This design comes from an exercise in tuning for small area on the open sky130 flow, not from production work. In this exercise RTL edits were held to simulation tests only and were not proved equivalent to the original. No activity file was given, so power comes from the tool's default toggle rates.

==> build 68: inputs <==
Design RockPaperScissor, start of the top module:
module RockPaperScissor(
	input        MAX10_CLK1_50,
	input        reset,
	output [7:0] HEX0,
	output [7:0] HEX1,
	output [7:0] HEX2,
	output [7:0] HEX3,
	output [7:0] HEX4,
	output [7:0] HEX5,
	input  [1:0] KEY,
	output [9:0] LEDR,
	input  [9:0] SW
);
	wire clk = MAX10_CLK1_50;
	wire on = SW[0];
	wire restart = ~KEY[1];
	localparam C_BLANK = 4'd0,
	           C_P0 = 4'd1,
	           C_P1 = 4'd2,
	           C_P2 = 4'd3,
	           C_P3 = 4'd4,
	           C_P4 = 4'd5,
	           C_RT = 4'd6,
	           C_RL = 4'd7,
	           C_IW0 = 4'd8,
	           C_IT0 = 4'd9,
	           C_IL0 = 4'd10,
	           C_IW1 = 4'd12,
	           C_IT1 = 4'd13,
	           C_IL1 = 4'd14;
	localparam S_IDLE = 2'd2, S_PICK = 2'd0, S_DISP = 2'd1, S_RES = 2'd3;
	wire tick, v99, v0;
	wire [4:0] band;
	ClockDivider100 u_div(.clk(clk), .reset(reset), .tick(tick), .band(band), .v99(v99), .v0(v0));
	reg [1:0] st;
	reg [8:0] rd;      
	reg [1:0] rs;      
	reg [3:0] wr, lr;  
	reg pend;
	reg cu2;           
	reg [2:0] cu5;     
	reg [3:0] cd;      
	reg [4:0] dc;      
	wire [4:0] m = rd[4:0];    
	wire win  = band[0] & (m[1] | m[4]) | band[1] & (m[2] | m[3]) | band[2] & (m[0] | m[4]) |
	            band[3] & (m[0] | m[2]) | band[4] & (m[1] | m[3]);
	wire tie  = band[0] & m[0] | band[1] & m[1] | band[2] & m[2] | band[3] & m[3] | band[4] & m[4];
	wire loss = band[0] & (m[2] | m[3]) | band[1] & (m[0] | m[4]) | band[2] & (m[1] | m[3]) |
	            band[3] & (m[1] | m[4]) | band[4] & (m[0] | m[2]);
	wire wshow = win | band[1] & m[0];    
	wire go = on & ~v0;
	wire upd = (st == S_PICK) & go & ~v99;
	wire winc = upd & win, linc = upd & loss;
	wire [3:0] yw = (pend | upd & ~win & restart) ? 4'd0 : wr;
	wire [3:0] yl = (pend | upd & ~loss & restart) ? 4'd0 : lr;
	wire cu9 = cu2 & (cu5 == 3'b110);
	wire cu0 = ~cu2 & (cu5 == 3'b000);
	wire cu1 = cu2 & (cu5 == 3'b001);
	wire wrap = (cd == 4'd12) & cu1;
	wire [3:0] c = dc[3:0];
	wire rw = dc[4];
	wire isw = rw | c == C_IW0 | c == C_IW1;
  ...
==> module RockPaperScissor, before the edit <==
module RockPaperScissor(
	input        MAX10_CLK1_50,
	input        reset,
	output [7:0] HEX0,
	output [7:0] HEX1,
	output [7:0] HEX2,
	output [7:0] HEX3,
	output [7:0] HEX4,
	output [7:0] HEX5,
	input  [1:0] KEY,
	output [9:0] LEDR,
	input  [9:0] SW
);
	wire clk = MAX10_CLK1_50;
	wire on = SW[0];
	wire restart = ~KEY[1];
	localparam C_BLANK = 4'd0,
	           C_P0 = 4'd1,
	           C_P1 = 4'd2,
	           C_P2 = 4'd3,
	           C_P3 = 4'd4,
	           C_P4 = 4'd5,
	           C_RT = 4'd6,
	           C_RL = 4'd7,
	           C_IW0 = 4'd8,
	           C_IT0 = 4'd9,
	           C_IL0 = 4'd10,
	           C_IW1 = 4'd12,
	           C_IT1 = 4'd13,
	           C_IL1 = 4'd14;
	localparam S_IDLE = 2'd2, S_PICK = 2'd0, S_DISP = 2'd1, S_RES = 2'd3;
	wire tick, v99, v0;
	wire [4:0] band;
	ClockDivider100 u_div(.clk(clk), .reset(reset), .tick(tick), .band(band), .v99(v99), .v0(v0));
	reg [1:0] st;
	reg [8:0] rd;      
	reg [1:0] rs;      
	reg [3:0] wr, lr;  
	reg pend;
	reg cu2;           
	reg [2:0] cu5;     
	reg [3:0] cd;      
	reg [4:0] dc;      
	wire [4:0] m = rd[4:0];    
	wire win  = band[0] & (m[1] | m[4]) | band[1] & (m[2] | m[3]) | band[2] & (m[0] | m[4]) |
	            band[3] & (m[0] | m[2]) | band[4] & (m[1] | m[3]);
	wire tie  = band[0] & m[0] | band[1] & m[1] | band[2] & m[2] | band[3] & m[3] | band[4] & m[4];
	wire loss = band[0] & (m[2] | m[3]) | band[1] & (m[0] | m[4]) | band[2] & (m[1] | m[3]) |
	            band[3] & (m[1] | m[4]) | band[4] & (m[0] | m[2]);
	wire wshow = win | band[1] & m[0];    
	wire go = on & ~v0;
	wire upd = (st == S_PICK) & go & ~v99;
	wire winc = upd & win, linc = upd & loss;
	wire [3:0] yw = (pend | upd & ~win & restart) ? 4'd0 : wr;
	wire [3:0] yl = (pend | upd & ~loss & restart) ? 4'd0 : lr;
	wire cu9 = cu2 & (cu5 == 3'b110);
	wire cu0 = ~cu2 & (cu5 == 3'b000);
	wire cu1 = cu2 & (cu5 == 3'b001);
	wire wrap = (cd == 4'd12) & cu1;
	wire [3:0] c = dc[3:0];
	wire rw = dc[4];
	wire isw = rw | c == C_IW0 | c == C_IW1;
	wire ist = ~rw & (c == C_RT | c == C_IT0 | c == C_IT1);
	wire isi = ~rw & (c == C_IW0 | c == C_IT0 | c == C_IL0 | c == C_IW1 | c == C_IT1 | c == C_IL1);
	wire [3:0] pcls = band[0] ? C_P0 : band[1] ? C_P1 : band[2] ? C_P2 : band[3] ? C_P3 : C_P4;
	always @(posedge clk)
		if (reset) begin
			st <= S_IDLE; wr <= 4'd0; lr <= 4'd0; pend <= 1'b0; rd <= 9'd0; rs <= 2'd0;
			cu2 <= 1'b0; cu5 <= 3'b000; cd <= 4'd0; dc <= {1'b0, C_BLANK};
		end else if (tick) begin
			pend <= (st == S_IDLE) ? restart : upd ? 1'b0 : pend | restart;
			if ((st == S_IDLE) | upd) begin
				wr <= yw + {3'd0, winc};
				lr <= yl + {3'd0, linc};
			end
			case (st)
				S_IDLE: begin
					dc <= {1'b0, isw ? C_IW0 : ist ? C_IT0 : C_IL0};
					if (on & (SW[1] | SW[2] | SW[3] | SW[4] | SW[5])) begin
						st <= S_PICK;
						rd[4:0] <= {SW[5] & ~SW[4] & ~SW[3] & ~SW[2] & ~SW[1],
						            SW[4] & ~SW[3] & ~SW[2] & ~SW[1],
						            SW[3] & ~SW[2] & ~SW[1],
						            SW[2] & ~SW[1],
						            SW[1]};
					end
				end
				S_PICK: begin
					if (~v99) dc <= {1'b0, pcls};
					else if (isi) dc <= {1'b0, isw ? C_IW1 : ist ? C_IT1 : C_IL1};
					if (go) begin
						st <= S_DISP; rd <= 9'd0;
						rs <= {tie, wshow};
					end
				end
				S_DISP: begin
					rd[4:0] <= rd[4:0] + 5'd1;
					if (&rd[4:0]) rd[8:5] <= rd[8:5] + 4'd1;
					if (on && rd > 9'd200) st <= S_RES;
				end
				default: begin  
					if (rs[0]) begin
						if (!(cd == 4'd10 && cu0)) dc <= {1'b1, cd};
						else if (!rw) dc <= {1'b1, 4'd0};
					end else if (rs[1]) dc <= {1'b0, C_RT};
					else dc <= {1'b0, C_RL};
					if (!on) st <= S_IDLE;
					else begin
						cu2 <= ~wrap & ~cu2;
						cu5 <= wrap ? 3'b000 : {cu5[1] & cu5[0], cu5[0], ~cu5[2]};
						cd <= wrap ? 4'd0 : cd + {3'd0, cu9};
					end
				end
			endcase
		end
	wire [6:0] a0, a1, a2, a3, a4, a5;
	RockPaperScissorCases u_out(.dc(dc), .wr(wr), .lr(lr), .LEDR(LEDR),
		.a0(a0), .a1(a1), .a2(a2), .a3(a3), .a4(a4), .a5(a5));
	assign HEX0 = {1'b1, ~a0};
	assign HEX1 = {1'b1, ~a1};
	assign HEX2 = {1'b1, ~a2};
	assign HEX3 = {1'b1, ~a3};
	assign HEX4 = {1'b1, ~a4};
	assign HEX5 = {1'b1, ~a5};
endmodule
clock: 5.0 ns
lec_check: 0
abc_area: 1
cap_margin: 20
core_margin: 2
core_utilization: 30
place_density: 0.6
slew_margin: 20
standard.sh (not shown) runs the stock make flow with config.mk's settings and CLKGATE_MAP_FILE= SYNTH_SCRIPT=/design/flow/synth_recipe.tcl, a recipe that flattens the netlist after the stock synthesis.
==> flow/flow/run.sh <==
#!/bin/bash
# Layout flow: the standard flow (standard.sh) with its synthesis unchanged, then
#  1. the combinational logic of the synthesised netlist mapped again by ABC for area
#     (flip-flops kept as they are, same cells and names);
#  2. the rest of the standard flow from that netlist, with port buffers of
#     sky130_fd_sc_hd__buf_1 (the default picks clkdlybuf4s50_1) and a clock tree
#     without dummy loads.
#  3. one tie cell for all constant outputs (SKIP_REPAIR_TIE_FANOUT), not one per output.
# Every port but a constant output still gets its buffer; the clock reaches every register through buffers.
# Each tool's output goes to a log file of its own in this folder.
set -euo pipefail
WORK=$(pwd)
R=$WORK/orfs/results/$FLOW_PLATFORM/RockPaperScissor/base
LIB=$FLOW_HOME/platforms/sky130hd/lib/sky130_fd_sc_hd__tt_025C_1v80.lib
YOSYS=$FLOW_HOME/../tools/install/yosys/bin/yosys
export SKIP_REPAIR_TIE_FANOUT=1
export BUFFER_PORTS_ARGS="-buffer_cell sky130_fd_sc_hd__buf_1"
export CTS_ARGS="-sink_clustering_enable -repair_clock_nets -dont_use_dummy_load"

# 1. standard synthesis
bash standard.sh synth > flow_synth.log 2>&1
cp $R/1_2_yosys.v $WORK/synth_standard.v

# 2. map the combinational logic again
mkdir -p $WORK/remap
python3 $WORK/flow/mkmodels.py $LIB $WORK/remap > $WORK/remap/mkmodels.log 2>&1
# the platform's don't-use cells
DU="-dont_use sky130_fd_sc_hd__probe_p_8 -dont_use sky130_fd_sc_hd__probec_p_8 -dont_use sky130_fd_sc_hd__lpflow_bleeder_1 -dont_use sky130_fd_sc_hd__lpflow_clkbufkapwr_1 -dont_use sky130_fd_sc_hd__lpflow_clkbufkapwr_16 -dont_use sky130_fd_sc_hd__lpflow_clkbufkapwr_2 -dont_use sky130_fd_sc_hd__lpflow_clkbufkapwr_4 -dont_use sky130_fd_sc_hd__lpflow_clkbufkapwr_8 -dont_use sky130_fd_sc_hd__lpflow_clkinvkapwr_1 -dont_use sky130_fd_sc_hd__lpflow_clkinvkapwr_16 -dont_use sky130_fd_sc_hd__lpflow_clkinvkapwr_2 -dont_use sky130_fd_sc_hd__lpflow_clkinvkapwr_4 -dont_use sky130_fd_sc_hd__lpflow_clkinvkapwr_8 -dont_use sky130_fd_sc_hd__lpflow_decapkapwr_12 -dont_use sky130_fd_sc_hd__lpflow_decapkapwr_3 -dont_use sky130_fd_sc_hd__lpflow_decapkapwr_4 -dont_use sky130_fd_sc_hd__lpflow_decapkapwr_6 -dont_use sky130_fd_sc_hd__lpflow_decapkapwr_8 -dont_use sky130_fd_sc_hd__lpflow_inputiso0n_1 -dont_use sky130_fd_sc_hd__lpflow_inputiso0p_1 -dont_use sky130_fd_sc_hd__lpflow_inputiso1n_1 -dont_use sky130_fd_sc_hd__lpflow_inputiso1p_1 -dont_use sky130_fd_sc_hd__lpflow_inputisolatch_1 -dont_use sky130_fd_sc_hd__lpflow_isobufsrc_1 -dont_use sky130_fd_sc_hd__lpflow_isobufsrc_16 -dont_use sky130_fd_sc_hd__lpflow_isobufsrc_2 -dont_use sky130_fd_sc_hd__lpflow_isobufsrc_4 -dont_use sky130_fd_sc_hd__lpflow_isobufsrc_8 -dont_use sky130_fd_sc_hd__lpflow_isobufsrckapwr_16 -dont_use sky130_fd_sc_hd__lpflow_lsbuf_lh_hl_isowell_tap_1 -dont_use sky130_fd_sc_hd__lpflow_lsbuf_lh_hl_isowell_tap_2 -dont_use sky130_fd_sc_hd__lpflow_lsbuf_lh_hl_isowell_tap_4 -dont_use sky130_fd_sc_hd__lpflow_lsbuf_lh_isowell_4 -dont_use sky130_fd_sc_hd__lpflow_lsbuf_lh_isowell_tap_1 -dont_use sky130_fd_sc_hd__lpflow_lsbuf_lh_isowell_tap_2 -dont_use sky130_fd_sc_hd__lpflow_lsbuf_lh_isowell_tap_4"
$YOSYS -l $WORK/flow_remap.log -p "
read_verilog $WORK/remap/comb_models.v
read_verilog $WORK/remap/seq_models.v
read_verilog $WORK/synth_standard.v
hierarchy -top $FLOW_TOP
flatten
opt_clean -purge
techmap
opt -purge
abc -liberty $LIB $DU -script $WORK/flow/remap.abc
opt_clean -purge
hilomap -singleton -hicell sky130_fd_sc_hd__conb_1 HI -locell sky130_fd_sc_hd__conb_1 LO
opt_clean -purge
stat -liberty $LIB
write_verilog -noattr -nohex -nodec $WORK/remap/remapped.v
" > /dev/null
cp $WORK/remap/remapped.v $R/1_2_yosys.v

# 3. the rest of the standard flow from the new netlist
bash standard.sh do-1_synth > flow_synth_odb.log 2>&1
bash standard.sh > flow_layout.log 2>&1
Other scripts of this flow, unchanged in this note and not shown: flow/flow/mkmodels.py, flow/flow/remap.abc
==> build 19: changes against build 68 <==
--- a/flow/design.v
+++ b/flow/design.v
@@ -125,3 +125,3 @@
 	           C_IL1 = 4'd14;
-	localparam S_IDLE = 2'd2, S_PICK = 2'd0, S_DISP = 2'd1, S_RES = 2'd3;
+	localparam S_IDLE = 2'd0, S_PICK = 2'd1, S_DISP = 2'd3, S_RES = 2'd2;
 	wire tick, v99, v0;
@@ -162,3 +162,3 @@
 		if (reset) begin
-			st <= S_IDLE; wr <= 4'd0; lr <= 4'd0; pend <= 1'b0; rd <= 9'd0; rs <= 2'd0;
+			st <= S_IDLE; wr <= 4'd0; lr <= 4'd0; pend <= 1'b0;
 			cu2 <= 1'b0; cu5 <= 3'b000; cd <= 4'd0; dc <= {1'b0, C_BLANK};
--- a/flow/flow/run.sh
+++ b/flow/flow/run.sh
@@ -7,4 +7,3 @@
 #     without dummy loads.
-#  3. one tie cell for all constant outputs (SKIP_REPAIR_TIE_FANOUT), not one per output.
-# Every port but a constant output still gets its buffer; the clock reaches every register through buffers.
+# Every port still gets its buffer; the clock reaches every register through buffers.
 # Each tool's output goes to a log file of its own in this folder.
@@ -17,3 +16,3 @@
 export BUFFER_PORTS_ARGS="-buffer_cell sky130_fd_sc_hd__buf_1"
-export CTS_ARGS="-sink_clustering_enable -repair_clock_nets -dont_use_dummy_load"
+export CTS_ARGS="-repair_clock_nets -dont_use_dummy_load -buf_list sky130_fd_sc_hd__clkbuf_16 -root_buf sky130_fd_sc_hd__clkbuf_16"
 
Settings changed: CORE_UTILIZATION 30 to 40.
==> comparison <==
In build 19 the maximum frequency is smaller than in build 68, by 2.6%.
Against build 68, the cell count of build 19 is lower by about 10%.
Between build 19 and build 68, the lower core utilization is in build 68 (gap 12 points).
Against build 19, the routed wire length of build 68 is smaller by 3.1%.
Of build 19 and build 68, build 68 has the higher synthesized cell count (gap 7.1%, measured against build 68).
==> figures <==
Run status: build 68 finished clean; build 19 finished clean
Crit path buf inv count: build 68 2; build 19 4
GR Layer Usage met1: build 68 19.8%; build 19 25.1%
Sequential group share of total power: build 68 38.7%; build 19 38.0%
Vertical extent of the die: build 68 98.5 µm; build 19 86.6 µm
Post-synthesis area per instance: build 68 6.59 µm²; build 19 7.22 µm²
Tap cell instance count: build 68 108; build 19 80
Root buf cell: build 68 sky130_fd_sc_hd__clkbuf_8; build 19 sky130_fd_sc_hd__clkbuf_16
Worst ir drop on vdd: build 68 0.124 mV; build 19 0.208 mV
Reg2reg end: build 68 cd[3]$_SDFFE_PP0P_; build 19 wr[3]$_SDFFE_PP0P_
Slew @ Worst Pin: build 68 0.858 ns; build 19 1.02 ns

==> afterwards: timing with drivers on the ports <==
Ports are ideal in the flow. The routed layouts listed here were re-timed in OpenROAD. Step 1 sets driving cells, clkbuf_16 on the clock port and buf_2 on the other inputs (assumed; they add their load-dependent delay and slew). Step 2, shift: input delay + t, output delay - t, t = (earliest + latest rising clock arrival at the registers) / 2. This alone moves slack from input paths to output paths. Slacks: ideal / step 1 / step 2; pairs: ideal / step 1.
run	t, ns	setup slack, ns	hold WS [ns]	worst register clock-pin slew, ns
build 68	0.317	0.581 / 0.554 / 0.870	0.394 / 0.394 / 0.394	0.09 / 0.09
build 19	0.312	0.462 / 0.430 / 0.742	0.388 / 0.388 / 0.388	0.06 / 0.06
After both steps setup and hold are still met in every run listed.
